This design comes from an exercise in tuning for small area and a short achievable clock period on the open sky130 flow, not from production work. Only simulation tests tie the RTL to the original design; equivalence was not proved. No activity file was given, so power comes from the tool's default toggle rates.

===== config.mk =====
export PLATFORM = sky130hd
export DESIGN_NAME = PPCPU
export DESIGN_NICKNAME = PPCPU
export VERILOG_FILES = /design/flow/design.v
export SDC_FILE = /design/flow/constraint.sdc
export NUM_CORES = 4
export LEC_CHECK = 0
export CAP_MARGIN = 20
export CORE_MARGIN = 2
export CORE_UTILIZATION = 45
export CTS_BUF_LIST = sky130_fd_sc_hd__clkbuf_16
export CTS_CLUSTER_DIAMETER = 100
export CTS_CLUSTER_SIZE = 24
export SLEW_MARGIN = 20
export SYNTH_HIERARCHICAL = 1

===== constraint.sdc =====
create_clock -name core_clock -period 13.0 [get_ports {Clk}]
set_input_delay 2.6000 -clock core_clock [delete_from_list [all_inputs] [get_ports {Clk}]]
set_output_delay 2.6000 -clock core_clock [all_outputs]
set_load 0.01 [all_outputs]

===== design.v =====
`timescale 1ns / 1ps
module FA (
  input  X,   
  input  Y,   
  input  C,   
  output F,   
  output G,   
  output P    
);
  assign F = X ^ Y ^ C;
  assign G = X & Y;
  assign P = X + Y;
endmodule
`timescale 1ns / 1ps
module CLA4 (
  input  G3,   
  input  G2,   
  input  G1,   
  input  G0,   
  input  P3,   
  input  P2,   
  input  P1,   
  input  P0,   
  output C3,   
  output C2,   
  output C1,   
  output C0,   
  input  Cin   
);
  assign C0 = G0 + (P0 & Cin);
  assign C1 = G1 + (P1 & G0) + (P1 & P0 & Cin);
  assign C2 = G2 + (P2 & G1) + (P2 & P1 & G0) + (P2 & P1 & P0 & Cin);
  assign C3 = G3 + (P3 & G2) + (P3 & P2 & G1) + (P3 & P2 & P1 & G0) + (P3 & P3 & P1 & P0 & Cin);
endmodule
`timescale 1ns / 1ps
module Adder4 (
  input  [3:0] X,      
  input  [3:0] Y,      
  input        Cin,    
  output       Cout,   
  output [3:0] F,      
  output       Gm,
  output       Pm,
  output       C2
);
  wire [3:0] G, P, C;
  FA L3 (
    .X(X[3]),
    .Y(Y[3]),
    .C(C[2]),
    .F(F[3]),
    .G(G[3]),
    .P(P[3])
  );
  FA L2 (
    .X(X[2]),
    .Y(Y[2]),
    .C(C[1]),
    .F(F[2]),
    .G(G[2]),
    .P(P[2])
  );
  FA L1 (
    .X(X[1]),
    .Y(Y[1]),
    .C(C[0]),
    .F(F[1]),
    .G(G[1]),
    .P(P[1])
  );
  FA L0 (
    .X(X[0]),
    .Y(Y[0]),
    .C(Cin),
    .F(F[0]),
    .G(G[0]),
    .P(P[0])
  );
  CLA4 CLA (
    .G3(G[3]),
    .G2(G[2]),
    .G1(G[1]),
    .G0(G[0]),
    .P3(P[3]),
    .P2(P[2]),
    .P1(P[1]),
    .P0(P[0]),
    .C3(C[3]),
    .C2(C[2]),
    .C1(C[1]),
    .C0(C[0]),
    .Cin(Cin)
  );
  assign Cout = C[3];
  assign C2   = C[2];
  assign Gm   = G[3] + (P[3] & G[2]) + (P[3] & P[2] & G[1]) + (P[3] & P[2] & P[1] & G[0]);
  assign Pm   = P[3] & P[2] & P[1] & P[0];
endmodule
`timescale 1ns / 1ps
module Adder16 (
  input  [15:0] A,
  input  [15:0] B,
  input         Cin,
  output [15:0] F,
  output        Px,
  output        Gx,
  output        C14
);
  wire C15, C11, C7, C3;
  wire Pm3, Pm2, Pm1, Pm0;
  wire Gm3, Gm2, Gm1, Gm0;
  Adder4 U3 (
    .X(A[15:12]),
    .Y(B[15:12]),
    .Cin(C11),
    .Cout(),
    .F(F[15:12]),
    .Gm(Gm3),
    .Pm(Pm3),
    .C2(C14)
  );
  Adder4 U2 (
    .X(A[11:8]),
    .Y(B[11:8]),
    .Cin(C7),
    .Cout(),
    .F(F[11:8]),
    .Gm(Gm2),
    .Pm(Pm2),
    .C2()
  );
  Adder4 U1 (
    .X(A[7:4]),
    .Y(B[7:4]),
    .Cin(C3),
    .Cout(),
    .F(F[7:4]),
    .Gm(Gm1),
    .Pm(Pm1),
    .C2()
  );
  Adder4 U0 (
    .X(A[3:0]),
    .Y(B[3:0]),
    .Cin(Cin),
    .Cout(),
    .F(F[3:0]),
    .Gm(Gm0),
    .Pm(Pm0),
    .C2()
  );
  assign C3  = Gm0 + (Pm0 & Cin);
  assign C7  = Gm1 + (Pm1 & Gm0) + (Pm1 & Pm0 & Cin);
  assign C11 = Gm2 + (Pm2 & Gm1) + (Pm2 & Pm1 & Gm0) + (Pm2 & Pm1 & Pm0 & Cin);
  assign Px  = Pm3 & Pm2 & Pm1 & Pm0;
  assign Gx  = Gm3 + (Pm3 & Gm2) + (Pm3 & Pm2 & Gm1) + (Pm3 & Pm2 & Pm1 & Gm0);
endmodule
`timescale 1ns / 1ps
module Adder32 (
  input  [31:0] A,      
  input  [31:0] B,      
  output [31:0] F,      
  input         Cin,    
  output        Cout,   
  output        OF,     
  output        SF,     
  output        ZF,     
  output        CF      
);
  wire Gx1, Gx0, Px1, Px0;
  wire C15, C31, C30;
  Adder16 LW (
    .A(A[15:0]),
    .B(B[15:0]),
    .Cin(Cin),
    .F(F[15:0]),
    .Px(Px0),
    .Gx(Gx0),
    .C14()
  );
  Adder16 HW (
    .A(A[31:16]),
    .B(B[31:16]),
    .Cin(C15),
    .F(F[31:16]),
    .Px(Px1),
    .Gx(Gx1),
    .C14(C30)
  );
  assign C15  = Gx0 + (Px0 & Cin);
  assign C31  = Gx1 + (Px1 & Gx0) + (Px1 & Px0 & Cin);
  assign Cout = C31;
  assign OF   = C31 ^ C30;
  assign SF   = F[31];
  assign ZF   = ~|F;
  assign CF   = Cout ^ Cin;
endmodule
`timescale 1ns / 1ps
module BEXT (
  input         datain,     
  output [31:0] dataout     
);
  assign dataout = {32{datain}};
endmodule
`timescale 1ns / 1ps
module MUX1X2 (
    input X1, X0,
    input S,
    output wire Y
);
    assign Y = S ? X1 : X0;
endmodule
`timescale 1ns / 1ps
module MUX32X2 (
    input [31: 0] X1, X0,
    input S,
    output wire [31: 0] Y
);
    assign Y = S ? X1 : X0;
endmodule
`timescale 1ns / 1ps
module MUX32X4 (
    input [31: 0] X3, X2, X1, X0,
    input [1: 0] S,
    output wire [31: 0] Y
);
    assign Y = S == 2'b11 ? X3 :
               S == 2'b10 ? X2 :
               S == 2'b01 ? X1 :
                            X0;
endmodule
`timescale 1ns / 1ps
module MUX3X2 (
    input [2:0] X1, X0,
    input S,
    output wire [2:0] Y
);
    assign Y = S ? X1 : X0;
endmodule
`timescale 1ns / 1ps
module ALUCTR (
  input  [2:0] ALUctr,  
  output       SUBctr,  
  output [1:0] OPctr,   
  output       OVctr,   
  output       SIGctr   
);
  assign SUBctr  = ALUctr[2];
  assign OVctr   = !ALUctr[1] & ALUctr[0];
  assign SIGctr  = ALUctr[0];
  assign OPctr[1] = ALUctr[2] & ALUctr[1];
  assign OPctr[0] = !ALUctr[2] & ALUctr[1] & !ALUctr[0];
endmodule
`timescale 1ns / 1ps
module ALU (
    input [31: 0] A, B,
    input [2: 0] ALUctr,
    output wire [31: 0] Result,
    output wire Overflow, Z
);
    wire SUBctr, OVctr, SIGctr;
    wire [1: 0] OPctr;
    ALUCTR aluctr (
        .ALUctr(ALUctr),
        .SUBctr(SUBctr),
        .OVctr(OVctr),
        .SIGctr(SIGctr),
        .OPctr(OPctr)
    );
    wire [31: 0] ext_SUBctr;
    BEXT bext1 (
        .datain(SUBctr),
        .dataout(ext_SUBctr)
    );
    wire [31: 0] realB;
    assign realB = B ^ ext_SUBctr;
    wire [31: 0] F;
    wire OF, SF, CF;
    wire __ignore_for_adder__;
    Adder32 adder (
        .A(A),
        .B(realB),
        .F(F),
        .Cin(SUBctr),
        .Cout(__ignore_for_adder__),
        .ZF(Z),
        .OF(OF),
        .SF(SF),
        .CF(CF)
    );
    assign Overflow = OVctr & OF;
    wire [31: 0] orresult;
    assign orresult = A | B;
    wire SFxorOF;
    assign SFxorOF = SF ^ OF;
    wire x1;
    MUX1X2 mux1 (
        .X1(SFxorOF),
        .X0(CF),
        .S(SIGctr),
        .Y(x1)
    );
    wire [31: 0] _32h0, _32h1;
    assign _32h0 = 32'h0;
    assign _32h1 = 32'h1;
    wire [31: 0] out2;
    MUX32X2 mux2 (
        .X1(_32h1),
        .X0(_32h0),
        .S(x1),
        .Y(out2)
    );
    wire [31: 0] __ignore_for_mux3__;
    MUX32X4 mux3 (
        .X3(__ignore_for_mux3__),
        .X2(out2),
        .X1(orresult),
        .X0(F),
        .S(OPctr),
        .Y(Result)
    );
endmodule
`timescale 1ns / 1ps
module PC (
  input         Clk,    
  input         Clrn,   
  input  [31:0] PCin,   
  output [31:0] PCout   
);
  reg [31:0] PC;
  always @(negedge Clk) begin
    if (!Clrn) PC <= 32'h00000000;
    else PC <= PCin;
  end
  assign PCout = PC;
endmodule
`timescale 1ns / 1ps
module Ext (
  input  [15:0] imm16,   
  input         ExtOp,   
  output [31:0] Extout   
);
  assign Extout = ExtOp ? {{16{imm16[15]}}, imm16} : {16'h0000, imm16};
endmodule
`timescale 1ns / 1ps
module ControlUnit_main (
  input  [5:0] OP,      
  output       RegWr,   
  output       ALUSrc,  
  output       RegDst,  
  output       MemtoReg,  
  output       MemWr,   
  output       Branch,  
  output       Jump,    
  output       ExtOp,   
  output [2:0] ALUop,   
  output       R_type   
);
  wire ori   = !OP[5] & !OP[4] & OP[3] & OP[2] & !OP[1] & OP[0];    
  wire addiu = !OP[5] & !OP[4] & OP[3] & !OP[2] & !OP[1] & OP[0];   
  wire lw    = OP[5] & !OP[4] & !OP[3] & !OP[2] & OP[1] & OP[0];    
  wire sw    = OP[5] & !OP[4] & OP[3] & !OP[2] & OP[1] & OP[0];     
  wire beq   = !OP[5] & !OP[4] & !OP[3] & OP[2] & !OP[1] & !OP[0];  
  wire jump  = !OP[5] & !OP[4] & !OP[3] & !OP[2] & OP[1] & !OP[0];  
  assign RegWr    = R_type | ori | addiu | lw;
  assign ALUSrc   = ori | addiu | lw | sw;
  assign RegDst   = R_type;
  assign MemtoReg = lw;
  assign MemWr    = sw;
  assign Branch   = beq;
  assign Jump     = jump;
  assign ExtOp    = addiu | lw | sw;
  assign ALUop[0] = R_type;
  assign ALUop[1] = ori;
  assign ALUop[2] = beq;
  assign R_type   = !OP[5] & !OP[4] & !OP[3] & !OP[2] & !OP[1] & !OP[0];
endmodule
`timescale 1ns / 1ps
module ControlUnit_ALU (
  input  [5:0] func,    
  output [2:0] ALUctr   
);
  assign ALUctr[2] = !func[2] & func[1];
  assign ALUctr[1] = func[3] & !func[2] & func[1];
  assign ALUctr[0] = !func[3] & !func[2] & !func[0] | !func[2] & func[1] & !func[0];
endmodule
`timescale 1ns / 1ps
module ControlUnit (
  input  [5:0] OP,     
  input  [5:0] func,   
  output       RegWr,  
  output       ALUSrc,  
  output       RegDst,  
  output       MemtoReg,  
  output       MemWr,  
  output       Branch,  
  output       Jump,   
  output       ExtOp,  
  output [2:0] ALUctr  
);
  wire [2:0] ALUop;    
  wire [2:0] ALUop_R;  
  wire R_type;         
  ControlUnit_main U1 (  
    .OP(OP),
    .RegWr(RegWr),
    .ALUSrc(ALUSrc),
    .RegDst(RegDst),
    .MemtoReg(MemtoReg),
    .MemWr(MemWr),
    .Branch(Branch),
    .Jump(Jump),
    .ExtOp(ExtOp),
    .ALUop(ALUop),
    .R_type(R_type)
  );
  ControlUnit_ALU U2 (  
    .func(func),
    .ALUctr(ALUop_R)
  );
  MUX3X2 U3 (  
    .X1(ALUop_R),
    .X0(ALUop),
    .S(R_type),
    .Y(ALUctr)
  );
endmodule
`timescale 1ns / 1ps
module RegFiles (
  input        CLK,     
  input  [31:0] busW,   
  input        WE,      
  input  [4:0]  Rw,     
  input  [4:0]  Ra,     
  input  [4:0]  Rb,     
  output [31:0] busA,   
  output [31:0] busB    
);
  reg [31:0] RegFiles[31:0];  
  always @(negedge CLK) begin
    if (WE && Rw != 5'b00000) RegFiles[Rw] <= busW;  
  end
  assign busA = (Ra == 5'b00000) ? 32'h00000000 : RegFiles[Ra];
  assign busB = (Rb == 5'b00000) ? 32'h00000000 : RegFiles[Rb];
endmodule
`timescale 1ns / 1ps
module DetUnit (
    input  [4:0] E_Rs,      
    input  [4:0] E_Rt,      
    input        E_ALUSrc,  
    input  [4:0] M_Rw,      
    input  [4:0] W_Rw,      
    input        M_RegWr,   
    input        W_RegWr,   
    output [1:0] ALUSrcA,   
    output [1:0] ALUSrcB    
);
    wire C1A = M_RegWr && (M_Rw == E_Rs);
    wire C1B = M_RegWr && (M_Rw == E_Rt);
    wire C2A = W_RegWr && (W_Rw == E_Rs);
    wire C2B = W_RegWr && (W_Rw == E_Rt);
    assign ALUSrcA = C1A ? 2'b01 : C2A ? 2'b10 : 2'b00;
    assign ALUSrcB = E_ALUSrc ? 2'b11 : C1B ? 2'b01 : C2B ? 2'b10 : 2'b00;
endmodule
`timescale 1ns / 1ps
module DetUnit_load (
    input       E_MemtoReg,  
    input [4:0] Rs,          
    input [4:0] Rt,          
    input [4:0] E_Rt,        
    output      load_use     
);
    assign load_use = E_MemtoReg && ((E_Rt == Rs) || (E_Rt == Rt));
endmodule
`timescale 1ns / 1ps
module DetUnit_MEM (
    input  [4:0] M_Rt,      
    input  [4:0] W_Rw,      
    input        W_RegWr,   
    input        M_MemWr,   
    output       forward_busB  
);
    assign forward_busB = M_MemWr && W_RegWr && (W_Rw == M_Rt) && (W_Rw != 5'd0);
endmodule
`timescale 1ns / 1ps
module STAGE_IF (
    input              Clk,                     
    input              Clrn,                    
    input              stall,                   
    input              MEM_PCSrc,               
    input      [31:0]  MEM_Btarg_or_Jtarg,      
    input      [31:0]  IF_imem_data,            
    output reg [31:0]  IFout_PC,                
    output reg [31:0]  IFout_PC4,               
    output reg [31:0]  IFout_Inst               
);
    wire [31:0] pcin;
    wire [31:0] next_pc;
    MUX32X2 mux_pcin (
        .X1(MEM_Btarg_or_Jtarg),
        .X0(IFout_PC4),
        .S(MEM_PCSrc),
        .Y(next_pc)
    );
    assign pcin = stall ? IFout_PC : next_pc;
    wire [31:0] pc_wire;
    PC pc (
        .Clk(Clk),
        .Clrn(Clrn),
        .PCin(pcin),
        .PCout(pc_wire)
    );
    wire [31:0] inst_data;
    assign inst_data = IF_imem_data;
    always @(posedge Clk or negedge Clrn) begin
        if (!Clrn) begin
            IFout_PC  <= 32'd0;
            IFout_PC4 <= 32'd4;
            IFout_Inst<= 32'd0;
        end else if (!stall) begin
            IFout_PC  <= pc_wire;
            IFout_PC4 <= pc_wire + 32'd4;
            IFout_Inst<= inst_data;
        end
    end
endmodule
`timescale 1ns / 1ps
module REG_IF_ID (
    input Clk,                         
    input Clrn,                        
    input stall,                       
    input MEM_PCSrc,                   
    input [31:0] IF_PC4,               
    input [31:0] IF_PC,                
    input [31:0] IF_Inst,              
    output reg [31:0] ID_PC4,          
    output reg [31:0] ID_PC,           
    output reg [31:0] ID_Inst          
);
    always @(negedge Clk) begin
        if (!Clrn || MEM_PCSrc) begin
            ID_PC4  <= 32'h0;
            ID_PC   <= 32'h0;
            ID_Inst <= 32'h0;
        end
        else if (!stall) begin
            ID_PC4  <= IF_PC4;
            ID_PC   <= IF_PC;
            ID_Inst <= IF_Inst;
        end
    end
endmodule
`timescale 1ns / 1ps
module STAGE_ID (
    input              Clk,                     
    input      [31:0]  IDin_PC4,                
    input      [31:0]  IDin_PC,                 
    input      [31:0]  IDin_Inst,               
    input              WR_RegWE,                
    input      [4:0]   WR_Rw,                   
    input      [31:0]  WR_RegDin,               
    output     [31:0]  IDout_PC4,               
    output     [31:0]  IDout_Jtarg,             
    output     [31:0]  IDout_busA,              
    output     [31:0]  IDout_busB,              
    output     [4:0]   IDout_Rs,                
    output     [4:0]   IDout_Rt,                
    output     [4:0]   IDout_Rd,                
    output     [5:0]   IDout_func,              
    output     [15:0]  IDout_immd,              
    output             IDout_RegWr,             
    output             IDout_ALUSrc,            
    output             IDout_RegDst,            
    output             IDout_MemtoReg,          
    output             IDout_MemWr,             
    output             IDout_Branch,            
    output             IDout_Jump,              
    output             IDout_ExtOp,             
    output             IDout_R_type,            
    output     [2:0]   IDout_ALUop              
);
    wire [4:0]  ID_Rt     = IDin_Inst[20:16];
    wire [4:0]  ID_Rd     = IDin_Inst[15:11];
    wire [15:0] ID_imm16  = IDin_Inst[15:0];
    wire [5:0]  ID_func   = IDin_Inst[5:0];
    wire [5:0]  id_op     = IDin_Inst[31:26];
    wire [4:0]  id_rs     = IDin_Inst[25:21];
    ControlUnit cu (
        .OP(id_op),
        .func(ID_func),
        .RegWr(IDout_RegWr),
        .ALUSrc(IDout_ALUSrc),
        .RegDst(IDout_RegDst),
        .MemtoReg(IDout_MemtoReg),
        .MemWr(IDout_MemWr),
        .Branch(IDout_Branch),
        .Jump(IDout_Jump),
        .ExtOp(IDout_ExtOp),
        .ALUctr(IDout_ALUop)
    );
    assign IDout_R_type = id_op == 6'b000000;
    RegFiles regfiles (
        .CLK(Clk),
        .busW(WR_RegDin),
        .WE(WR_RegWE),
        .Rw(WR_Rw),
        .Ra(id_rs),
        .Rb(ID_Rt),
        .busA(IDout_busA),
        .busB(IDout_busB)
    );
    assign IDout_PC4   = IDin_PC4;
    assign IDout_Rs    = id_rs;
    assign IDout_Rt    = ID_Rt;
    assign IDout_Rd    = ID_Rd;
    assign IDout_func  = ID_func;
    assign IDout_immd  = ID_imm16;
    assign IDout_Jtarg = { IDin_PC4[31:28], IDin_Inst[25:0], 2'b00 };
endmodule
`timescale 1ns / 1ps
module REG_ID_EX (
    input Clk,                                     
    input Clrn,                                    
    input bubble,                                  
    input MEM_PCSrc,                               
    input [31:0] ID_PC4,                          
    input [31:0] ID_Jtarg,                        
    input [31:0] ID_busA,                         
    input [31:0] ID_busB,                         
    input [4:0] ID_Rs,                            
    input [4:0] ID_Rt,                            
    input [4:0] ID_Rd,                            
    input [5:0] ID_func,                          
    input [15:0] ID_immd,                         
    input ID_RegWr,                               
    input ID_ALUSrc,                              
    input ID_RegDst,                              
    input ID_MemtoReg,                            
    input ID_MemWr,                               
    input ID_Branch,                              
    input ID_Jump,                                
    input ID_ExtOp,                               
    input [2:0] ID_ALUop,                         
    input ID_R_type,                              
    output reg [31:0] EX_PC4,                     
    output reg [31:0] EX_Jtarg,                   
    output reg [31:0] EX_busA,                    
    output reg [31:0] EX_busB,                    
    output reg [4:0] EX_Rs,                       
    output reg [4:0] EX_Rt,                       
    output reg [4:0] EX_Rd,                       
    output reg [5:0] EX_func,                     
    output reg [15:0] EX_immd,                    
    output reg EX_RegWr,                          
    output reg EX_ALUSrc,                         
    output reg EX_RegDst,                         
    output reg EX_MemtoReg,                       
    output reg EX_MemWr,                          
    output reg EX_Branch,                         
    output reg EX_Jump,                           
    output reg EX_ExtOp,                          
    output reg [2:0] EX_ALUop,                    
    output reg EX_R_type                          
);
    always @(negedge Clk) begin
        if (!Clrn || MEM_PCSrc) begin
            EX_PC4     <= 32'h0;
            EX_Jtarg   <= 32'h0;
            EX_busA    <= 32'h0;
            EX_busB    <= 32'h0;
            EX_Rs      <= 5'h0;
            EX_Rt      <= 5'h0;
            EX_Rd      <= 5'h0;
            EX_func    <= 6'h0;
            EX_immd    <= 16'h0;
            EX_ALUop   <= 3'h0;
            EX_RegWr   <= 1'b0;
            EX_ALUSrc  <= 1'b0;
            EX_RegDst  <= 1'b0;
            EX_MemtoReg <= 1'b0;
            EX_MemWr   <= 1'b0;
            EX_Branch  <= 1'b0;
            EX_Jump    <= 1'b0;
            EX_ExtOp   <= 1'b0;
            EX_R_type  <= 1'b0;
        end
        else if (bubble) begin
            EX_PC4     <= ID_PC4;
            EX_Jtarg   <= ID_Jtarg;
            EX_busA    <= ID_busA;
            EX_busB    <= ID_busB;
            EX_Rs      <= ID_Rs;
            EX_Rt      <= ID_Rt;
            EX_Rd      <= ID_Rd;
            EX_func    <= ID_func;
            EX_immd    <= ID_immd;
            EX_ALUop   <= ID_ALUop;
            EX_RegWr   <= 1'b0;   
            EX_ALUSrc  <= ID_ALUSrc;
            EX_RegDst  <= ID_RegDst;
            EX_MemtoReg <= 1'b0;
            EX_MemWr   <= 1'b0;
            EX_Branch  <= 1'b0;
            EX_Jump    <= 1'b0;
            EX_ExtOp   <= ID_ExtOp;
            EX_R_type  <= ID_R_type;
        end
        else begin
            EX_PC4     <= ID_PC4;
            EX_Jtarg   <= ID_Jtarg;
            EX_busA    <= ID_busA;
            EX_busB    <= ID_busB;
            EX_Rs      <= ID_Rs;
            EX_Rt      <= ID_Rt;
            EX_Rd      <= ID_Rd;
            EX_func    <= ID_func;
            EX_immd    <= ID_immd;
            EX_ALUop   <= ID_ALUop;
            EX_RegWr   <= ID_RegWr;
            EX_ALUSrc  <= ID_ALUSrc;
            EX_RegDst  <= ID_RegDst;
            EX_MemtoReg <= ID_MemtoReg;
            EX_MemWr   <= ID_MemWr;
            EX_Branch  <= ID_Branch;
            EX_Jump    <= ID_Jump;
            EX_ExtOp   <= ID_ExtOp;
            EX_R_type  <= ID_R_type;
        end
    end
endmodule
`timescale 1ns / 1ps
module STAGE_EX (
    input              Clk,                     
    input      [31:0]  EXin_PC4,                
    input      [31:0]  EXin_Jtarg,              
    input      [31:0]  EXin_busA,               
    input      [31:0]  EXin_busB,               
    input      [4:0]   EXin_Rs,                 
    input      [4:0]   EXin_Rt,                 
    input      [4:0]   EXin_Rd,                 
    input      [5:0]   EXin_func,                
    input      [15:0]  EXin_immd,                
    input              EXin_RegWr,               
    input              EXin_ALUSrc,             
    input              EXin_RegDst,             
    input              EXin_MemtoReg,           
    input              EXin_MemWr,              
    input              EXin_Branch,             
    input              EXin_Jump,               
    input              EXin_ExtOp,              
    input              EXin_R_type,             
    input      [2:0]   EXin_ALUop,               
    input      [31:0]  MEM_ALUout,              
    input      [4:0]   MEM_Rw,                  
    input              MEM_RegWr,               
    input      [31:0]  WR_RegDin,               
    input      [4:0]   WR_Rw,                   
    input              WR_RegWr,                
    output     [31:0]  EXout_Btarg,              
    output     [31:0]  EXout_Jtarg,              
    output     [31:0]  EXout_busB,               
    output     [31:0]  EXout_ALUout,            
    output     [4:0]   EXout_Rw,                 
    output             EXout_Zero,               
    output             EXout_Overflow,           
    output             EXout_RegWr,              
    output             EXout_MemtoReg,           
    output             EXout_MemWr,              
    output             EXout_Branch,             
    output             EXout_Jump                
);
    wire [31:0] EX_ext_immd;
    Ext ext_inst (
        .imm16(EXin_immd),
        .ExtOp(EXin_ExtOp),
        .Extout(EX_ext_immd)
    );
    wire [1:0] ALUSrcA_ctrl, ALUSrcB_ctrl;
    DetUnit forward_unit (
        .E_Rs(EXin_Rs),
        .E_Rt(EXin_Rt),
        .E_ALUSrc(EXin_ALUSrc),
        .M_Rw(MEM_Rw),
        .W_Rw(WR_Rw),
        .M_RegWr(MEM_RegWr),
        .W_RegWr(WR_RegWr),
        .ALUSrcA(ALUSrcA_ctrl),
        .ALUSrcB(ALUSrcB_ctrl)
    );
    wire [31:0] ALU_A;
    assign ALU_A = (ALUSrcA_ctrl == 2'b01) ? MEM_ALUout :
                   (ALUSrcA_ctrl == 2'b10) ? WR_RegDin :
                   EXin_busA;
    wire [31:0] forwarded_busB;
    assign forwarded_busB = (ALUSrcB_ctrl == 2'b01) ? MEM_ALUout :
                            (ALUSrcB_ctrl == 2'b10) ? WR_RegDin :
                            EXin_busB;
    wire [31:0] ALU_B;
    assign ALU_B = EXin_ALUSrc ? EX_ext_immd : forwarded_busB;
    wire [31:0] ALU_result;
    wire ALU_overflow, ALU_zero;
    ALU alu_inst (
        .A(ALU_A),
        .B(ALU_B),
        .ALUctr(EXin_ALUop),
        .Result(ALU_result),
        .Overflow(ALU_overflow),
        .Z(ALU_zero)
    );
    wire [31:0] EX_shifted_immd = EX_ext_immd << 2;
    assign EXout_Btarg = EXin_PC4 + EX_shifted_immd;
    assign EXout_Jtarg    = EXin_Jtarg;
    assign EXout_busB     = forwarded_busB;   
    assign EXout_ALUout   = ALU_result;
    assign EXout_Rw       = EXin_RegDst ? EXin_Rd : EXin_Rt;
    assign EXout_Zero     = ALU_zero;
    assign EXout_Overflow = ALU_overflow;
    assign EXout_RegWr    = EXin_RegWr;
    assign EXout_MemtoReg = EXin_MemtoReg;
    assign EXout_MemWr    = EXin_MemWr;
    assign EXout_Branch   = EXin_Branch;
    assign EXout_Jump     = EXin_Jump;
endmodule
`timescale 1ns / 1ps
module REG_EX_MEM (
    input Clk,                           
    input Clrn,                          
    input MEM_PCSrc,                     
    input [31:0] EX_Btarg,               
    input [31:0] EX_Jtarg,               
    input [31:0] EX_busB,                
    input [31:0] EX_ALUout,              
    input [4:0] EX_Rw,                   
    input [4:0] EX_Rt,                   
    input EX_Zero,                       
    input EX_Overflow,                   
    input EX_RegWr,                      
    input EX_MemtoReg,                   
    input EX_MemWr,                      
    input EX_Branch,                     
    input EX_Jump,                       
    output reg [31:0] MEM_Btarg,         
    output reg [31:0] MEM_Jtarg,         
    output reg [31:0] MEM_busB,          
    output reg [31:0] MEM_ALUout,        
    output reg [4:0] MEM_Rw,             
    output reg [4:0] MEM_Rt,             
    output reg MEM_Zero,                 
    output reg MEM_Overflow,             
    output reg MEM_RegWr,                
    output reg MEM_MemtoReg,             
    output reg MEM_MemWr,                
    output reg MEM_Branch,               
    output reg MEM_Jump                  
);
    always @(negedge Clk) begin
        if (!Clrn || MEM_PCSrc) begin
            MEM_Btarg   <= 32'h0;
            MEM_Jtarg   <= 32'h0;
            MEM_busB    <= 32'h0;
            MEM_ALUout  <= 32'h0;
            MEM_Rw      <= 5'h0;
            MEM_Rt      <= 5'h0;
            MEM_Zero    <= 1'b0;
            MEM_Overflow <= 1'b0;
            MEM_RegWr   <= 1'b0;
            MEM_MemtoReg <= 1'b0;
            MEM_MemWr   <= 1'b0;
            MEM_Branch  <= 1'b0;
            MEM_Jump    <= 1'b0;
        end
        else begin
            MEM_Btarg   <= EX_Btarg;
            MEM_Jtarg   <= EX_Jtarg;
            MEM_busB    <= EX_busB;
            MEM_ALUout  <= EX_ALUout;
            MEM_Rw      <= EX_Rw;
            MEM_Rt      <= EX_Rt;
            MEM_Zero    <= EX_Zero;
            MEM_Overflow <= EX_Overflow;
            MEM_RegWr   <= EX_RegWr;
            MEM_MemtoReg <= EX_MemtoReg;
            MEM_MemWr   <= EX_MemWr;
            MEM_Branch  <= EX_Branch;
            MEM_Jump    <= EX_Jump;
        end
    end
endmodule
`timescale 1ns / 1ps
module STAGE_MEM (
    input              Clk,                     
    input      [31:0]  MEMin_Btarg,             
    input      [31:0]  MEMin_Jtarg,             
    input      [31:0]  MEMin_busB,              
    input      [31:0]  MEMin_ALUout,            
    input      [4:0]   MEMin_Rw,                
    input      [4:0]   MEMin_Rt,                
    input              MEMin_Zero,               
    input              MEMin_Overflow,          
    input              MEMin_RegWr,             
    input              MEMin_MemtoReg,          
    input              MEMin_MemWr,             
    input              MEMin_Branch,            
    input              MEMin_Jump,               
    input      [31:0]  WR_RegDin,               
    input      [4:0]   WR_Rw,                   
    input              WR_RegWr,                
    output     [31:0]  MEMout_Dout,             
    output     [31:0]  MEMout_ALUout,           
    output     [31:0]  MEMout_Btarg_or_Jtarg,   
    output     [4:0]   MEMout_Rw,               
    output             MEMout_Overflow,         
    output             MEMout_MemtoReg,         
    output             MEMout_RegWr,            
    output             MEMout_PCSrc,            
    output             MEM_dmem_we,             
    output             MEM_dmem_re,             
    output     [31:0]  MEM_dmem_addr,           
    output     [31:0]  MEM_dmem_wdata,          
    input      [31:0]  MEM_dmem_rdata           
);
    wire mem_forward_busB;
    DetUnit_MEM det_mem (
        .M_Rt(MEMin_Rt),
        .W_Rw(WR_Rw),
        .W_RegWr(WR_RegWr),
        .M_MemWr(MEMin_MemWr),
        .forward_busB(mem_forward_busB)
    );
    wire [31:0] DataIn_forward;
    assign DataIn_forward = mem_forward_busB ? WR_RegDin : MEMin_busB;
    wire [31:0] mem_dout;
    assign MEM_dmem_we    = MEMin_MemWr;
    assign MEM_dmem_re    = MEMin_MemtoReg;
    assign MEM_dmem_addr  = MEMin_ALUout;
    assign MEM_dmem_wdata = DataIn_forward;
    assign mem_dout       = MEM_dmem_rdata;
    assign MEMout_Dout       = mem_dout;
    assign MEMout_ALUout     = MEMin_ALUout;
    assign MEMout_Btarg_or_Jtarg = MEMin_Jump ? MEMin_Jtarg : MEMin_Btarg;
    assign MEMout_Rw         = MEMin_Rw;
    assign MEMout_Overflow   = MEMin_Overflow;
    assign MEMout_MemtoReg   = MEMin_MemtoReg;
    assign MEMout_RegWr      = MEMin_RegWr;
    assign MEMout_PCSrc      = MEMin_Jump | (MEMin_Branch & MEMin_Zero);
endmodule
`timescale 1ns / 1ps
module REG_MEM_WR (
    input Clk,                           
    input Clrn,                          
    input [31:0] MEM_Dout,               
    input [31:0] MEM_ALUout,             
    input [4:0] MEM_Rw,                  
    input MEM_Overflow,                  
    input MEM_MemtoReg,                  
    input MEM_RegWr,                     
    output reg [31:0] WR_Dout,           
    output reg [31:0] WR_ALUout,         
    output reg [4:0] WR_Rw,              
    output reg WR_Overflow,              
    output reg WR_MemtoReg,              
    output reg WR_RegWr                  
);
    always @(negedge Clk) begin
        if (!Clrn) begin
            WR_Dout     <= 32'h0;
            WR_ALUout   <= 32'h0;
            WR_Rw       <= 5'h0;
            WR_Overflow <= 1'b0;
            WR_MemtoReg <= 1'b0;
            WR_RegWr    <= 1'b0;
        end
        else begin
            WR_Dout     <= MEM_Dout;
            WR_ALUout   <= MEM_ALUout;
            WR_Rw       <= MEM_Rw;
            WR_Overflow <= MEM_Overflow;
            WR_MemtoReg <= MEM_MemtoReg;
            WR_RegWr    <= MEM_RegWr;
        end
    end
endmodule
`timescale 1ns / 1ps
module STAGE_WR (
    input      [31:0]  WRin_Dout,               
    input      [31:0]  WRin_ALUout,             
    input      [4:0]   WRin_Rw,                 
    input              WRin_Overflow,           
    input              WRin_MemtoReg,           
    input              WRin_RegWr,             
    output     [31:0]  WRout_RegDin,            
    output     [4:0]   WRout_Rw,                
    output             WRout_RegWE              
);
    assign WRout_RegDin = WRin_MemtoReg ? WRin_Dout : WRin_ALUout;
    assign WRout_Rw = WRin_Rw;
    assign WRout_RegWE = WRin_RegWr & (~WRin_Overflow);
endmodule
`timescale 1ns / 1ps
module PPCPU (
    input Clk,
    input Clrn,
    output [31:0] imem_addr,
    input  [31:0] imem_data,
    output        dmem_we,
    output        dmem_re,
    output [31:0] dmem_addr,
    output [31:0] dmem_wdata,
    input  [31:0] dmem_rdata,
    output        wb_we,
    output [ 4:0] wb_rw,
    output [31:0] wb_data
);
  reg  [31:2] if_pc;
  reg  [31:0] if_inst;
  reg  [31:0] id_inst;
  reg  [3:0]  id_rsh, id_rth;
  reg  [7:0]  id_rsl, id_rtl;
  reg         stall_r;   
  reg         stall_rr;  
  reg  [31:0] ex_a, ex_b;
  reg  [15:0] ex_imm;
  reg         ex_immhi;
  reg  [31:2] ex_tgt;
  reg  [ 4:0] ex_rw;
  reg ex_regwr, ex_lw, ex_sw, ex_br, ex_j;
  reg ex_alusrc, ex_fma;
  reg ex_alusrc_h, ex_fma_h, ex_sum_h, ex_or_h, ex_tsel_h;
  reg ex_bm, ex_bmi, ex_bsr, ex_bm_h, ex_bmi_h, ex_br_h;
  reg ex_sub, ex_or, ex_slt, ex_sig, ex_ovc, ex_sum, ex_tsel;
  reg  [31:0] mem_alu, mem_sd;
  reg  [ 4:0] mem_rw;
  reg mem_regwr, mem_lw, mem_sw, mem_pcsrc, mem_ov;
  reg  [31:0] wr_data;
  reg  [ 4:0] wr_rw;
  reg         wr_we;
  reg  [31:0] rf [1:31];
  wire flush = !Clrn | mem_pcsrc;
  wire [31:0] wrdata_n = mem_lw ? dmem_rdata : mem_alu;
  wire        mem_we_eff = mem_regwr & ~mem_ov;
  wire [5:0] op = id_inst[31:26];
  wire [5:0] fn = id_inst[5:0];
  wire [4:0] id_rs = id_inst[25:21];
  wire [4:0] id_rt = id_inst[20:16];
  wire [4:0] id_rd = id_inst[15:11];
  wire d_r     = op == 6'b000000;
  wire d_ori   = op == 6'b001101;
  wire d_addiu = op == 6'b001001;
  wire d_lw    = op == 6'b100011;
  wire d_sw    = op == 6'b101011;
  wire d_beq   = op == 6'b000100;
  wire d_j     = op == 6'b000010;
  wire d_regwr  = d_r | d_ori | d_addiu | d_lw;
  wire d_alusrc = d_ori | d_addiu | d_lw | d_sw;
  wire d_extop  = d_addiu | d_lw | d_sw;
  wire [2:0] aluctr_r = {!fn[2] & fn[1],
                         fn[3] & !fn[2] & fn[1],
                         !fn[3] & !fn[2] & !fn[0] | !fn[2] & fn[1] & !fn[0]};
  wire [2:0] aluctr = d_r ? aluctr_r : {d_beq, d_ori, 1'b0};
  wire [31:1] sel_a, sel_b;
  wire [31:0] rf_a, rf_b;
  genvar gr, gb;
  generate
    for (gr = 1; gr < 32; gr = gr + 1) begin : g_dec
      assign sel_a[gr] = id_rsh[gr / 8] & id_rsl[gr % 8];
      assign sel_b[gr] = id_rth[gr / 8] & id_rtl[gr % 8];
    end
    for (gb = 0; gb < 32; gb = gb + 1) begin : g_rd
      wire [31:1] col;
      for (gr = 1; gr < 32; gr = gr + 1) begin : g_col
        assign col[gr] = rf[gr][gb];
      end
      pp_rdmux u_a (.s(sel_a), .d(col), .y(rf_a[gb]));
      pp_rdmux u_b (.s(sel_b), .d(col), .y(rf_b[gb]));
    end
  endgenerate
  wire fm_a = ex_regwr & (ex_rw == id_rs);
  wire fm_b = ex_regwr & (ex_rw == id_rt);
  wire fw_a = mem_we_eff & (mem_rw == id_rs);
  wire fw_b = mem_we_eff & (mem_rw == id_rt);
  wire        held = stall_r | stall_rr;
  wire [32:2] id_btgt_x = {if_pc, held} + {14'd0, id_inst[15:0], held};
  wire [31:2] id_btgt = id_btgt_x[32:3];
  wire [31:28] id_pc4_hi = if_pc[31:28] + {3'd0, held & (&if_pc[27:2])};
  wire [31:2] id_tgt  = d_j ? {id_pc4_hi, id_inst[25:0]} : id_btgt;
  wire stall_n = !flush & !stall_r & d_lw &
                 ((id_rt == if_inst[25:21]) | (id_rt == if_inst[20:16]));
  wire [31:0] alu_a;
  wire [31:0] alu_bx;
  assign alu_a[15:0]  = ex_fma ? mem_alu[15:0] : ex_a[15:0];
  assign alu_a[31:16] = ex_fma_h ? mem_alu[31:16] : ex_a[31:16];
  wire [31:0] bs_imm = {{16{ex_alusrc_h}}, {16{ex_alusrc}}};
  wire [31:0] bs_m   = {{16{ex_bm_h}}, {16{ex_bm}}};
  wire [31:0] bs_mi  = {{16{ex_bmi_h}}, {16{ex_bmi}}};
  wire [31:0] bs_r   = {{16{ex_br_h}}, {16{ex_bsr}}};
  assign alu_bx = (bs_imm & {{16{ex_immhi}}, ex_imm}) | (bs_m & mem_alu) |
                  (bs_mi & ~mem_alu) | (bs_r & ex_b);
  wire [31:0] pr, gn, gn_n;
  genvar ga;
  generate
    for (ga = 0; ga < 32; ga = ga + 1) begin : g_pg
      pp_xor2 u_p (.a(alu_a[ga]), .b(alu_bx[ga]), .y(pr[ga]));
      pp_nand2 u_g (.a(alu_a[ga]), .b(alu_bx[ga]), .y(gn_n[ga]));
      assign gn[ga] = ~gn_n[ga];
    end
  endgenerate
  wire [31:0] cg [0:5];
  wire [31:0] cp [0:5];
  assign cg[0] = {gn[31:1], gn[0] | (pr[0] & ex_sub)};
  assign cp[0] = pr;
  genvar gl, gi;
  generate
    for (gl = 0; gl < 5; gl = gl + 1) begin : g_lvl
      for (gi = 0; gi < 32; gi = gi + 1) begin : g_bit
        if (gi >= (1 << gl)) begin : g_op
          assign cg[gl+1][gi] = cg[gl][gi] | (cp[gl][gi] & cg[gl][gi - (1 << gl)]);
          assign cp[gl+1][gi] = cp[gl][gi] & cp[gl][gi - (1 << gl)];
        end else begin : g_pass
          assign cg[gl+1][gi] = cg[gl][gi];
          assign cp[gl+1][gi] = cp[gl][gi];
        end
      end
    end
  endgenerate
  wire [31:0] carry = {cg[5][30:0], ex_sub};
  wire [31:0] sum = pr ^ carry;
  wire        of = !pr[31] & (sum[31] ^ alu_a[31]);
  wire        lt = !pr[31] ? (ex_sig ? alu_a[31] : ~alu_bx[31]) : sum[31];
  wire [31:0] sel_sum = {{16{ex_sum_h}}, {16{ex_sum}}};
  wire [31:0] sel_or  = {{16{ex_or_h}}, {16{ex_or}}};
  wire [31:0] sel_tgt = {{16{ex_tsel_h}}, {16{ex_tsel}}};
  wire [31:0] result = (sel_sum & sum) | (sel_or & (pr | gn)) |
                       {31'd0, ex_slt & lt} | (sel_tgt & {ex_tgt, 2'b00});
  wire        eq = &pr;   
  always @(posedge Clk or negedge Clrn) begin
    if (!Clrn) begin
      if_pc   <= 30'd0;
      if_inst <= 32'd0;
    end else begin
      if (!(stall_n | stall_r)) if_pc <= mem_pcsrc ? mem_alu[31:2] : if_pc + 30'd1;
      if (!stall_n) if_inst <= imem_data;
    end
  end
  always @(posedge Clk) begin
    stall_r <= stall_n;
    id_inst <= flush ? 32'd0 : if_inst;
    id_rsh  <= flush ? 4'd1 : (4'd1 << if_inst[25:24]);
    id_rsl  <= flush ? 8'd1 : (8'd1 << if_inst[23:21]);
    id_rth  <= flush ? 4'd1 : (4'd1 << if_inst[20:19]);
    id_rtl  <= flush ? 8'd1 : (8'd1 << if_inst[18:16]);
    stall_rr <= stall_r;
    if (flush | stall_r) begin
      ex_regwr <= 1'b0;
      ex_lw    <= 1'b0;
      ex_sw    <= 1'b0;
      ex_br    <= 1'b0;
      ex_j     <= 1'b0;
    end else begin
      ex_regwr <= d_regwr;
      ex_lw    <= d_lw;
      ex_sw    <= d_sw;
      ex_br    <= d_beq;
      ex_j     <= d_j;
    end
    ex_a      <= fw_a ? wrdata_n : rf_a;
    ex_b      <= ((fw_b & !d_alusrc) ? wrdata_n : rf_b) ^ {32{aluctr[2]}};
    ex_fma    <= fm_a;
    ex_alusrc <= d_alusrc;
    ex_fma_h    <= fm_a & !stall_r;
    ex_alusrc_h <= d_alusrc & !stall_r;
    ex_bm       <= fm_b & !d_alusrc & !aluctr[2];
    ex_bmi      <= fm_b & !d_alusrc & aluctr[2];
    ex_bsr      <= !fm_b & !d_alusrc;
    ex_bm_h     <= fm_b & !d_alusrc & !aluctr[2] & !stall_r;
    ex_bmi_h    <= fm_b & !d_alusrc & aluctr[2] & !stall_r;
    ex_br_h     <= !fm_b & !d_alusrc & !stall_r;
    ex_or_h     <= !aluctr[2] & aluctr[1] & !aluctr[0] & !stall_r;
    ex_tsel_h   <= (d_beq | d_j) & !stall_r;
    ex_sum_h    <= !(aluctr[1] | d_beq | d_j) & !stall_r;
    ex_imm    <= id_inst[15:0];
    ex_immhi  <= d_extop & id_inst[15];
    ex_tgt    <= id_tgt;
    ex_rw     <= d_r ? id_rd : id_rt;
    ex_sub    <= aluctr[2];
    ex_ovc    <= !aluctr[1] & aluctr[0];
    ex_sig    <= aluctr[0];
    ex_slt    <= aluctr[2] & aluctr[1];
    ex_or     <= !aluctr[2] & aluctr[1] & !aluctr[0];
    ex_tsel   <= d_beq | d_j;
    ex_sum    <= !(aluctr[1] | d_beq | d_j);
    if (flush) begin
      mem_regwr <= 1'b0;
      mem_lw    <= 1'b0;
      mem_sw    <= 1'b0;
      mem_pcsrc <= 1'b0;
    end else begin
      mem_regwr <= ex_regwr;
      mem_lw    <= ex_lw;
      mem_sw    <= ex_sw;
      mem_pcsrc <= ex_j | (ex_br & eq);
    end
    mem_alu <= result;
    mem_ov  <= ex_ovc & of;
    mem_rw  <= ex_rw;
    mem_sd  <= (mem_we_eff & (mem_rw == ex_rw) & (mem_rw != 5'd0)) ? wrdata_n : ex_b;
    wr_we   <= Clrn & mem_we_eff;
    wr_rw   <= mem_rw;
    wr_data <= wrdata_n;
    if (wr_we && wr_rw != 5'd0) rf[wr_rw] <= wr_data;
  end
  assign imem_addr  = {if_pc, 2'b00};
  assign dmem_we    = mem_sw;
  assign dmem_re    = mem_lw;
  assign dmem_addr  = mem_alu;
  assign dmem_wdata = mem_sd;
  assign wb_we      = wr_we;
  assign wb_rw      = wr_rw;
  assign wb_data    = wr_data;
endmodule
module pp_rdmux (
    input  [31:1] s,
    input  [31:1] d,
    output        y
);
  wire [10:0] t;
  wire [ 2:0] p;
  genvar g;
  generate
    for (g = 0; g < 10; g = g + 1) begin : g_aoi
      pp_aoi222 u (.a1(s[3*g+1]), .b1(d[3*g+1]), .a2(s[3*g+2]), .b2(d[3*g+2]),
                   .a3(s[3*g+3]), .b3(d[3*g+3]), .y(t[g]));
    end
  endgenerate
  pp_nand2 u_t10 (.a(s[31]), .b(d[31]), .y(t[10]));
  pp_nand4 u_p0 (.a(t[0]), .b(t[1]), .c(t[2]), .d(t[3]), .y(p[0]));
  pp_nand4 u_p1 (.a(t[4]), .b(t[5]), .c(t[6]), .d(t[7]), .y(p[1]));
  pp_nand3 u_p2 (.a(t[8]), .b(t[9]), .c(t[10]), .y(p[2]));
  pp_or3   u_y  (.a(p[0]), .b(p[1]), .c(p[2]), .y(y));
endmodule
module pp_aoi222 (input a1, b1, a2, b2, a3, b3, output y);
  assign y = ~((a1 & b1) | (a2 & b2) | (a3 & b3));
endmodule
module pp_nand2 (input a, b, output y);
  assign y = ~(a & b);
endmodule
module pp_nand3 (input a, b, c, output y);
  assign y = ~(a & b & c);
endmodule
module pp_nand4 (input a, b, c, d, output y);
  assign y = ~(a & b & c & d);
endmodule
module pp_or3 (input a, b, c, output y);
  assign y = a | b | c;
endmodule
module pp_xor2 (input a, b, output y);
  assign y = a ^ b;
endmodule

===== flow/run.sh =====
#!/bin/bash
# Layout flow: the standard ORFS flow (standard.sh, synthesis unchanged)
# with a setup-slack margin so that timing repair aims below the clock
# period, and plain buf_2 cells as the port buffers. The clock period and
# all constraints are the standard flow's own.
export SETUP_SLACK_MARGIN=9
export BUFFER_PORTS_ARGS="-buffer_cell sky130_fd_sc_hd__buf_2"
bash standard.sh > standard.log 2>&1

===== standard.sh =====
#!/bin/bash
# synth_recipe.tcl (not shown) runs the flow's synth.tcl, then flattens the netlist and writes it again
# the make line also repeats each setting of config.mk as NAME=value (left out here)
make -C /OpenROAD-flow-scripts/flow DESIGN_CONFIG=/design/flow/config.mk WORK_HOME=/design/flow/orfs CLKGATE_MAP_FILE= SYNTH_SCRIPT=/design/flow/synth_recipe.tcl "${@:-finish}"

==> results.py, run 1 <==
metrics = {
    "setup_path": {
        "r2r-end": "ex_tgt[23]",
        "cpPeakStageDelay_ns": 0.37,
        "setup.worst_path.end_class": "output port",
        "ff2ff_setup_slack_ns": 9.13,
        "startpoint_type": "flop",
        "cp_slowest_cell": "dfxtp_4",
        "path_class": "reg -> out",
        "r2r_cells": 12,
        "rr_startpoint": "stall_r",
        "cp.required_ns": 10.40,
        "cp_num_buf_inv": 2,
        "crit_path_start": "wr_data[20]",
        "cp_cell_sequence": "buf_12 > buf_2",
        "cp_max_fo": 3,
        "crit_arrival_ns": 1.38,
        "crit_family": "flip-flops",
    },
    "die": {
        "rows": 128,
        "design.core.area_um2": 122000,
        "die_width_um": 355,
        "pin_count": 202,
        "die_y_um": 355,
        "initial_core_util_pct": 45.4,
        "die-area_um2": 126000,
    },
    "detailed_routing": {
        "wl_per_cell_um": 37.6,
        "finalWirelength_um": 226000,
        "vias_per_cell": 7.22,
        "post-route-drc-count": 0,
        "dr.pass1.iters": 13,
        "antenna_left": 0,
        "vias": 43400,
        "drtIter0Drc": 9838,
    },
    "synth": {
        "synthMuxAreaShare_pct": 2.63,
        "synth-simple-area-share_pct": 9.13,
        "synthDominantCellAreaShare_pct": 53.7,
        "yosysSeqAreaShare_pct": 67.8,
        "synth_edf_count": 992,
        "ys_seq_elements": 1365,
        "synth_area_leader_cell": "edfxtp_1",
        "syn-cell-area_um2": 55400,
        "synth_xor_area_share_pct": 2.34,
        "ys_top_cells_by_count": "edfxtp_1 (992), a222oi_1 (657), dfxtp_1 (311)",
        "netlist_top_cells_area": "edfxtp_1 (54%), a222oi_1 (12%), dfxtp_1 (11%), dfrtp_1 (2.8%), nand2_1 (1.9%)",
        "avgSynthCellArea_um2": 14.1,
        "ys.flop_type": "edfxtp_1",
        "yosysMostFrequentCell": "edfxtp_1",
        "ys_types": 76,
        "synth_top_family_by_area": "compound AO/OA/AOI/OAI gates",
        "yosysWarningCount": 7,
        "synth_fa_ha_area_share_pct": 0.510,
        "synth_compound_area_share_pct": 16.3,
        "async_flop_share_pct": 4.54,
        "netlist_instances": 3933,
    },
    "timing": {
        "whs_ns": 0.406,
        "fin_setup_tns_ns": 0,
        "setup_viol": 0,
        "period_share_pct": 30.6,
        "fin_crit_ns": 3.98,
        "drv_slew": 0,
        "max_freq_mhz": 251,
        "finalHoldViolCount": 0,
        "worst_pin_slew_ns": 1.08,
        "max_slew_margin_pct": 26.1,
        "setup_ws_ns": 9.02,
        "clock_skew_ns": 0.0312,
        "rsz0062_at_grt": "no",
    },
    "clock_tree": {
        "clock_latency_ns": 0.72,
        "ctsHoldBuffers": 0,
        "clock_path_buffers": 3,
        "root_buffer": "clkbuf_16",
        "cts_tree": "built",
        "cts_buffers": 68,
        "htreeDepth": 3,
        "clk_pin_slew_ns": 0.10,
        "clock_sinks": 1365,
    },
    "finish": {
        "drive_gt1_share_pct": 17.6,
        "final_nets": 4432,
        "num-fill-cells": 10400,
        "design_area_um2": 63700,
        "fin_util_pct": 52.2,
        "area_growth_pct": 15.0,
    },
    "power_and_ir_drop": {
        "leakage_nw": 22.5,
        "pwr_density_cell_nw_per_um2": 174,
        "ir_drop_mv": 0.118,
    },
    "grt": {
        "grt_pass1_vias": 40300,
        "grt_max_degree": 65,
        "antenna_found_initial": 22,
        "grt.total_usage_pct": 34.7,
        "grt_pass1_wl_um": 310000,
        "overflow": 0,
    },
    "place": {
        "port-buffer-count": 199,
        "gp_congestion": 0.936,
        "dpl.hpwl_um": 132000,
        "placed_area_um2": 59400,
        "dp_slack_ns": 7.50,
    },
    "hold_path": {
        "min_path_cells": 0,
        "holdCritStartpoint": "id_inst[6]",
        "hold_class": "reg -> reg",
        "hold_end": "ex_imm[6]",
    },
    "run_status": {
        "status": "finished clean",
    },
    "run": {
        "maxCapViolCount": 0,
    },
}
## modules after synthesis (local to each module, per instance), excerpt
| module | cells | flip-flops and latches | times used |
|---|---|---|---|
| pp_xor2 | 1 | 0 | 32 |
| pp_nand3 | 1 | 0 | 64 |
| PPCPU | 2909 | 1365 | 1 |
| pp_nand2 | 1 | 0 | 96 |
| pp_nand4 | 1 | 0 | 128 |
| pp_aoi222 | 1 | 0 | 640 |
## per-stage QoR
step                      power [mW]  std cells
after detailed placement        7.72       5802
after global placement          7.70       5802
after CTS                       10.9       5994
after global routing            11.4       6011
after floorplan                 6.67       3934
final                           11.1       6018
## timing repair
action / CTS / global route
setup buffers: 52 / 15
cloned: 29 / 1
gates resized for setup: 235 / 32
pin swaps: 2 / 3
setup endpoints to repair: 157 / 78
## power breakdown
| group | internal, mW | total, mW | switching, mW |
|---|---|---|---|
| combinational | 1.13 | 2.80 | 1.67 |
| sequential | 5.41 | 5.81 | 0.395 |
| clock | 1.06 | 2.49 | 1.44 |
## kinds of logic (layout without fill, tap and decap cells)
| group | after synthesis | after routing |
|---|---|---|
| flip-flops | 1365 | 1365 |
| AO/OA/AOI/OAI | 1065 | 1065 |
| AND/OR/NAND/NOR | 1006 | 1008 |
| buffers and inverters | 189 | 638 |
| XOR/XNOR | 148 | 148 |
| multiplexers | 137 | 137 |
| adder cells (fa/ha/maj) | 22 | 22 |
| other | 1 | 10 |
## how the worst max path moves through the flow
stage / to / slack [ns] / depth (start not counted)
2_1_floorplan: if_inst[10] / 8.96 / 5
3_3_place_gp: if_inst[3] / 7.59 / 6
3_5_place_dp: if_pc[29] / 7.50 / 7
4_1_cts: wb_data[9] / 8.85 / 1
5_1_grt: imem_addr[14] / 9.00 / 1
6_report: wb_data[20] / 9.02 / 2
## flip-flops by register name, summed over array words and instances, names as in the netlist, 8 cells and up
name     flops
rf         992
ex_a        32
ex_b        32
id_inst     32
if_inst     32
mem_alu     32
mem_sd      32
wr_data     32
ex_tgt      30
if_pc       30
ex_imm      16
id_rsl       8
id_rtl       8
## routing by layer
layer  track usage, %  vias up  share of wire [%]  wire [µm]
li1                 -    17500                  -          -
met5            0.566        -               0.11        248
met2             50.6     3662                 42      96000
met3             12.0      626                 16      35200
met1             46.9    21600                 37      83000
met4             14.9       18                5.2      11700
## cell type report
cell class	count	area, µm²	area share (%)
Clock buffer	73	1830	2.87
Timing Repair Buffer	436	3930	6.16
Inverter	91	342	0.536
Tap cell	1625	2030	3.19
Clock inverter	38	248	0.389
Antenna cell	8	20.0	0.0314
Multi-Input combinational cell	2382	17500	27.5
Sequential cell	1365	37800	59.3
## placed cells by master (no fill, tap or decap), drive strengths merged, types with 21 or more instances in the layout
cell and instances:
a21oi 148, a222oi 657, a22oi 31, and2 68
and3 48, buf 408, bufbuf 28, clkbuf 73
dfrtp 62, dfxtp 311, edfxtp 992, ha 21
inv 126, mux2 71, mux2i 66, nand2 280
nand2b 24, nand3 108, nand4 143, nor2 169
nor3 34, o21ai 121, or3 72, xnor2 46
xor2 102
==> run 2: changes to the inputs <==
--- a/design.v
+++ b/design.v
@@ -1083,7 +1083,7 @@
   wire [31:2] id_btgt = id_btgt_x[32:3];
   wire [31:28] id_pc4_hi = if_pc[31:28] + {3'd0, held & (&if_pc[27:2])};
   wire [31:2] id_tgt  = d_j ? {id_pc4_hi, id_inst[25:0]} : id_btgt;
-  wire stall_n = !flush & !stall_r & d_lw &
+  wire stall_n = !mem_pcsrc & !stall_r & d_lw &
                  ((id_rt == if_inst[25:21]) | (id_rt == if_inst[20:16]));
   wire [31:0] alu_a;
   wire [31:0] alu_bx;
@@ -1142,7 +1142,7 @@
     end
   end
   always @(posedge Clk) begin
-    stall_r <= stall_n;
+    stall_r <= Clrn & stall_n;
     id_inst <= flush ? 32'd0 : if_inst;
     id_rsh  <= flush ? 4'd1 : (4'd1 << if_inst[25:24]);
     id_rsl  <= flush ? 8'd1 : (8'd1 << if_inst[23:21]);
==> flow/run.sh (replaced) <==
#!/bin/bash
# Layout flow: the standard ORFS flow (standard.sh, synthesis unchanged)
# with a setup-slack margin so that timing repair aims below the clock
# period, and plain buf_2 cells as the port buffers. The clock period and
# all constraints are the standard flow's own.
export SETUP_SLACK_MARGIN=9.5
export BUFFER_PORTS_ARGS="-buffer_cell sky130_fd_sc_hd__buf_2"
bash standard.sh > standard.log 2>&1
==> run 2 against run 1 <==
Compared with the run above: combinational power grew 16%; clock power fell by 4%; synthesized cell count decreased by 0.48%; sequential share of layout area shrank 1.3 points; count of clock-buffer cells in the layout down 5; cell count up 1.4%; via count increased by 0.14%; still clean; largest power group unchanged; setup slack improved by 0.042 ns; die area down 0.24%; total power up 1.9%; highest routed layer unchanged.
==> results.py, run 2 <==
metrics = {
    "setup_path": {
        "cp.required_ns": 10.40,
        "cp_max_fo": 2,
        "crit_arrival_ns": 1.34,
        "cp_slowest_cell": "dfxtp_4",
        "ff2ff_setup_slack_ns": 9.43,
        "cpPeakStageDelay_ns": 0.37,
        "startpoint_type": "flop",
        "setup.worst_path.end_class": "output port",
        "path_class": "reg -> out",
        "cp_cell_sequence": "buf_12 > buf_8",
    },
    "grt": {
        "grt.total_usage_pct": 35.0,
        "overflow": 0,
        "antenna_found_initial": 18,
        "grt_pass1_vias": 41000,
        "grt_pass1_wl_um": 311000,
        "grt_max_degree": 65,
    },
    "detailed_routing": {
        "post-route-drc-count": 0,
        "vias": 43500,
        "vias_per_cell": 7.12,
        "dr.pass1.iters": 13,
        "finalWirelength_um": 227000,
        "drtIter0Drc": 10400,
        "antenna_left": 0,
        "wl_per_cell_um": 37.2,
    },
    "synth": {
        "syn-cell-area_um2": 55300,
        "ys_types": 68,
        "synth_edf_count": 992,
        "synth_area_leader_cell": "edfxtp_1",
        "netlist_top_cells_area": "edfxtp_1 (54%), a222oi_1 (12%), dfxtp_1 (11%), dfrtp_1 (2.8%), nand2_1 (1.8%)",
        "yosysMostFrequentCell": "edfxtp_1",
        "yosysWarningCount": 7,
        "synthDominantCellAreaShare_pct": 53.9,
        "async_flop_share_pct": 4.54,
        "ys_seq_elements": 1365,
        "netlist_instances": 3914,
        "avgSynthCellArea_um2": 14.1,
        "yosysSeqAreaShare_pct": 67.9,
        "ys_top_cells_by_count": "edfxtp_1 (992), a222oi_1 (653), dfxtp_1 (311)",
        "ys.flop_type": "edfxtp_1",
    },
    "timing": {
        "clock_skew_ns": 0.0286,
        "period_share_pct": 30.3,
        "worst_pin_slew_ns": 1.24,
        "setup_viol": 0,
        "max_freq_mhz": 254,
        "fin_crit_ns": 3.94,
        "drv_slew": 0,
        "fin_setup_tns_ns": 0,
        "rsz0062_at_grt": "yes",
        "max_slew_margin_pct": 17.6,
        "finalHoldViolCount": 0,
        "setup_ws_ns": 9.06,
    },
    "die": {
        "design.core.area_um2": 122000,
        "initial_core_util_pct": 45.4,
        "die-area_um2": 126000,
        "pin_count": 202,
        "die_width_um": 355,
        "die_y_um": 355,
        "rows": 128,
    },
    "finish": {
        "layout_common_cells": "edfxtp_1 (992), a222oi_1 (653), buf_4 (278)",
        "stdcell_count": 6105,
        "largest_reg_flops": 992,
        "top_register": "rf",
        "final_nets": 4521,
        "drive_gt1_share_pct": 20.8,
        "area_growth_pct": 18.3,
        "mostFrequentLayoutCell": "edfxtp_1",
    },
    "clock_tree": {
        "ctsHoldBuffers": 0,
        "cts_tree": "built",
        "clock_path_buffers": 3,
        "cts_buffers": 67,
        "htreeDepth": 3,
        "clock_latency_ns": 0.69,
        "clock_sinks": 1365,
        "root_buffer": "clkbuf_16",
        "clk_pin_slew_ns": 0.10,
    },
    "place": {
        "port-buffer-count": 199,
        "dpl.hpwl_um": 133000,
        "dp.cells": 5774,
        "dp_slack_ns": 8.58,
        "gp_congestion": 0.946,
    },
    "run": {
        "maxCapViolCount": 0,
    },
    "run_status": {
        "status": "finished clean",
    },
    "power_and_ir_drop": {
        "ir_drop_mv": 0.142,
        "pwr_density_cell_nw_per_um2": 173,
        "leakage_nw": 23.3,
    },
    "hold_path": {
        "hold_class": "reg -> reg",
    },
}
[run 2: report_power, final]
part           switching (mW)  internal, mW
sequential              0.251          5.43
combinational            1.86          1.39
clock                    1.41         0.969
total                    3.52          7.79
[run 2: area by class of cell]
| class | instances | area (µm²) |
|---|---|---|
| diodes | 6 | 15.0 |
| clock buffers | 68 | 1700 |
| clock inverters | 42 | 211 |
| fillers | 10000 | 56500 |
| inverters | 90 | 338 |
| multi-input cells | 2362 | 17800 |
| flip-flops and latches | 1365 | 37900 |
| well taps | 1625 | 2030 |
| repair buffers | 547 | 5400 |
[run 2: timing repair]
| action | CTS | global route |
|---|---|---|
| endpoints found under the setup margin | 170 | 173 |
| resized for setup | 439 | 83 |
| pin swaps | 8 | 35 |
| buffers inserted | 153 | 37 |
| hold endpoints to repair | 0 | 0 |
| cloned | 24 | 0 |
[run 2: path summary, 6_finish.rpt]
check                                start           to  cells after the start
min in group asynchronous             Clrn     if_pc[6]                      1
worst max register to register      ex_fma  mem_alu[28]                     13
max in group asynchronous             Clrn    if_pc[24]                      2
worst min-delay path            id_inst[5]    ex_imm[5]                      0
worst max-delay path            wr_data[0]   wb_data[0]                      2
worst min register to register  id_inst[5]    ex_imm[5]                      0
[run 2: per-module statistics from Yosys (local to each module, per instance), a selection]
module / copies in the design / flip-flops and latches
PPCPU: 1 / 1365
pp_aoi222: 640 / 0
pp_xor2: 32 / 0
pp_nand4: 128 / 0
pp_or3: 64 / 0
pp_nand3: 64 / 0
pp_nand2: 96 / 0
[run 2: cell families (layout without fill, tap and decap cells)]
logic type | Yosys count | count (layout) | synth area share, %
AO/OA/AOI/OAI | 1055 | 1055 | 16.2
XOR/XNOR | 148 | 148 | 2.34
adder cells (fa/ha/maj) | 22 | 22 | 0.511
buffers and inverters | 188 | 747 | 1.29
flip-flops | 1365 | 1365 | 67.9
multiplexers | 139 | 139 | 2.67
other | 1 | 8 | 0.00678
AND/OR/NAND/NOR | 996 | 996 | 9.02
[run 2: per-stage QoR]
stage | power [mW] | instance area, µm² | util, % | hold WS (ns)
floorplan | 6.67 | 55300 | - | 0.355
global placement | 7.63 | 59200 | 48.6 | 0.382
detailed placement | 7.64 | 59200 | 48.6 | 0.384
CTS | 11.1 | 64700 | 53.1 | 0.398
global route | 11.6 | 65400 | 53.6 | 0.415
finish | 11.3 | 65400 | 53.7 | 0.398
[run 2: critical path: cells and delay by family (launching register included)]
| kind | cells | cell delay (ns) |
|---|---|---|
| flip-flops | 1 | 0.37 |
| buffers and inverters | 2 | 0.27 |
[run 2: metal layers]
metal  track usage, %  routed length (µm)  vias up
met5                0                  90        -
li1                 -                   -    17700
met3             11.7               34500      619
met1             46.4               82500    21500
met4             15.7               12100       12
met2             52.1               97700     3659
==> run 3: changes to the inputs <==
==> flow/run.sh (replaced) <==
#!/bin/bash
# Layout flow: the standard ORFS flow (standard.sh, synthesis unchanged)
# with a setup-slack margin so that timing repair aims below the clock
# period, and plain buf_2 cells as the port buffers. The clock period and
# all constraints are the standard flow's own.
export SETUP_SLACK_MARGIN=9
export BUFFER_PORTS_ARGS="-buffer_cell sky130_fd_sc_hd__buf_2"
bash standard.sh > standard.log 2>&1
--- a/config.mk
+++ b/config.mk
@@ -5,11 +5,11 @@
 export SDC_FILE = /design/flow/constraint.sdc
 export NUM_CORES = 4
 export LEC_CHECK = 0
-export CAP_MARGIN = 20
+export CAP_MARGIN = 5
 export CORE_MARGIN = 2
 export CORE_UTILIZATION = 45
 export CTS_BUF_LIST = sky130_fd_sc_hd__clkbuf_16
 export CTS_CLUSTER_DIAMETER = 100
 export CTS_CLUSTER_SIZE = 24
-export SLEW_MARGIN = 20
+export SLEW_MARGIN = 5
 export SYNTH_HIERARCHICAL = 1
==> run 3 against run 2 <==
Compared with the run above: utilization down 2.0 points; wire length is 1.7% lower; largest power group unchanged; synthesized cell count stayed put; fmax fell by 1.2%; worst hold slack lost 0.0043 ns; setup slack worse by 0.047 ns.
==> results.py, run 3 <==
metrics = {
    "grt": {
        "grt_max_degree": 65,
        "overflow": 0,
    },
    "synth": {
        "synthDominantCellAreaShare_pct": 53.9,
        "yosysWarningCount": 7,
        "async_flop_share_pct": 4.54,
        "netlist_top_cells_area": "edfxtp_1 (54%), a222oi_1 (12%), dfxtp_1 (11%), dfrtp_1 (2.8%), nand2_1 (1.8%)",
        "ys_top_cells_by_count": "edfxtp_1 (992), a222oi_1 (653), dfxtp_1 (311)",
        "ys_types": 68,
        "yosysSeqAreaShare_pct": 67.9,
        "yosysMostFrequentCell": "edfxtp_1",
        "synth_edf_count": 992,
    },
    "clock_tree": {
        "root_buffer": "clkbuf_16",
        "clock_sinks": 1365,
        "cts_tree": "built",
        "cts_buffers": 68,
    },
    "finish": {
        "drive_gt1_share_pct": 16.5,
        "mostFrequentLayoutCell": "edfxtp_1",
        "final_nets": 4390,
        "stdcell_count": 5974,
        "top_register": "rf",
    },
    "detailed_routing": {
        "vias_per_cell": 7.20,
        "drtIter0Drc": 9976,
        "post-route-drc-count": 0,
        "antenna_left": 0,
        "dr.pass1.iters": 14,
        "wl_per_cell_um": 37.3,
    },
    "setup_path": {
        "cp.required_ns": 10.40,
        "cp_slowest_cell": "dfxtp_4",
        "cp_max_fo": 2,
        "crit_arrival_ns": 1.39,
        "cp_cell_sequence": "buf_12 > buf_2",
    },
    "timing": {
        "setup_viol": 0,
        "fin_setup_tns_ns": 0,
        "rsz0062_at_grt": "yes",
        "setup_ws_ns": 9.01,
    },
    "power_and_ir_drop": {
        "pwr_density_cell_nw_per_um2": 170,
        "ir_drop_mv": 0.112,
    },
    "die": {
        "design.core.area_um2": 122000,
        "pin_count": 202,
        "die_width_um": 355,
        "die-area_um2": 126000,
        "rows": 128,
    },
    "place": {
        "gp_congestion": 0.948,
        "dp_slack_ns": 8.60,
        "dp.cells": 5791,
    },
    "run_status": {
        "status": "finished clean",
    },
    "hold_path": {
        "holdCritStartpoint": "id_inst[4]",
        "hold_class": "reg -> reg",
    },
    "run": {
        "maxCapViolCount": 0,
    },
}
-- run 3: cell count changes in the layout (fill, tap and decap cells not counted), moves of 15 or more --
| cell | previous run | this run |
|---|---|---|
| buf_2 | 75 | 190 |
| buf_6 | 141 | 6 |
| dfxtp_4 | 77 | 37 |
| dfxtp_1 | 208 | 232 |
| buf_4 | 278 | 172 |
| xor2_1 | 82 | 97 |
| dfxtp_2 | 26 | 42 |
-- run 3: final timing paths --
path / endpoint / slack, ns / cells after the start
min reg2reg: ex_imm[4] / 0.39 / 0
min in group asynchronous: if_pc[5] / 1.88 / 1
max reg2reg: mem_alu[31] / 9.18 / 11
max: wb_data[27] / 9.01 / 2
min: ex_imm[4] / 0.39 / 0
max in group asynchronous: if_pc[4] / 9.98 / 2
-- run 3: kinds of logic (layout without fill, tap and decap cells) --
logic type      count (synthesis)  in the layout  synth area share [%]
compound gates               1055           1055                  16.2
fa+ha+maj                      22             22                 0.511
flops                        1365           1365                  67.9
other cells                     1              7               0.00678
buf+inv                       188            617                  1.29
mux                           139            139                  2.67
xor+xnor                      148            148                  2.34
simple gates                  996            996                  9.02
-- run 3: metal layers --
layer  wire length (µm)  GRT usage [%]  vias up
li1                   -              -    17400
met1              80400           45.4    21200
met2              96300           51.1     3757
met3              34600           11.2      630
met4              11400           16.1       18
met5                398          0.981        -
-- run 3: worst max-delay path, delay by kind of cell (launching register included) --
kind,cells,cell delay (ns)
buffers and inverters,2,0.28
flip-flops,1,0.42
-- run 3: area by class of cell --
class / instances / area (µm²)
Fill cell: 10300 / 58900
Sequential cell: 1365 / 37800
Antenna cell: 5 / 12.5
Clock buffer: 71 / 1780
Multi-Input combinational cell: 2362 / 17300
Clock inverter: 41 / 198
Tap cell: 1625 / 2030
Timing Repair Buffer: 415 / 3530
Inverter: 90 / 338
-- run 3: where the power goes --
part / internal [mW] / switching, mW / total [mW] / leakage [nW]
registers: 5.41 / 0.462 / 5.87 / 12.3
clock network: 1.01 / 1.41 / 2.42 / 1.10
logic: 0.988 / 1.46 / 2.45 / 8.94
-- run 3: Yosys stat by module (local to each module, per instance), a selection --
module,cells inside,area [µm²]
PPCPU,2890,46700
pp_aoi222,1,10.0
pp_nand2,1,3.75
pp_nand3,1,5.00
pp_nand4,1,6.26
pp_or3,1,6.26
pp_xor2,1,8.76
-- run 3: timing repair --
item	CTS	global route
gates resized for setup	199	22
setup buffers	35	8
cloned	23	0
setup endpoints to repair	91	26
pin swaps	0	0
-- run 3: through the flow --
step,power (mW),util [%],hold WS (ns),instance area [µm²]
floorplan,6.67,-,0.355,55300
detailed placement,7.63,48.7,0.375,59300
CTS,10.6,51.6,0.392,62900
global placement,7.62,48.7,0.377,59300
global route,11.0,51.7,0.405,63000
finish,10.7,51.7,0.394,63000

Check on run 3: ideal ports give 9.013 ns setup slack; a clkbuf_16 on the clock port and buf_2 on the inputs give 8.941 ns; moving port delays by the midpoint clock arrival (0.746 ns) as well gives 8.627 ns.
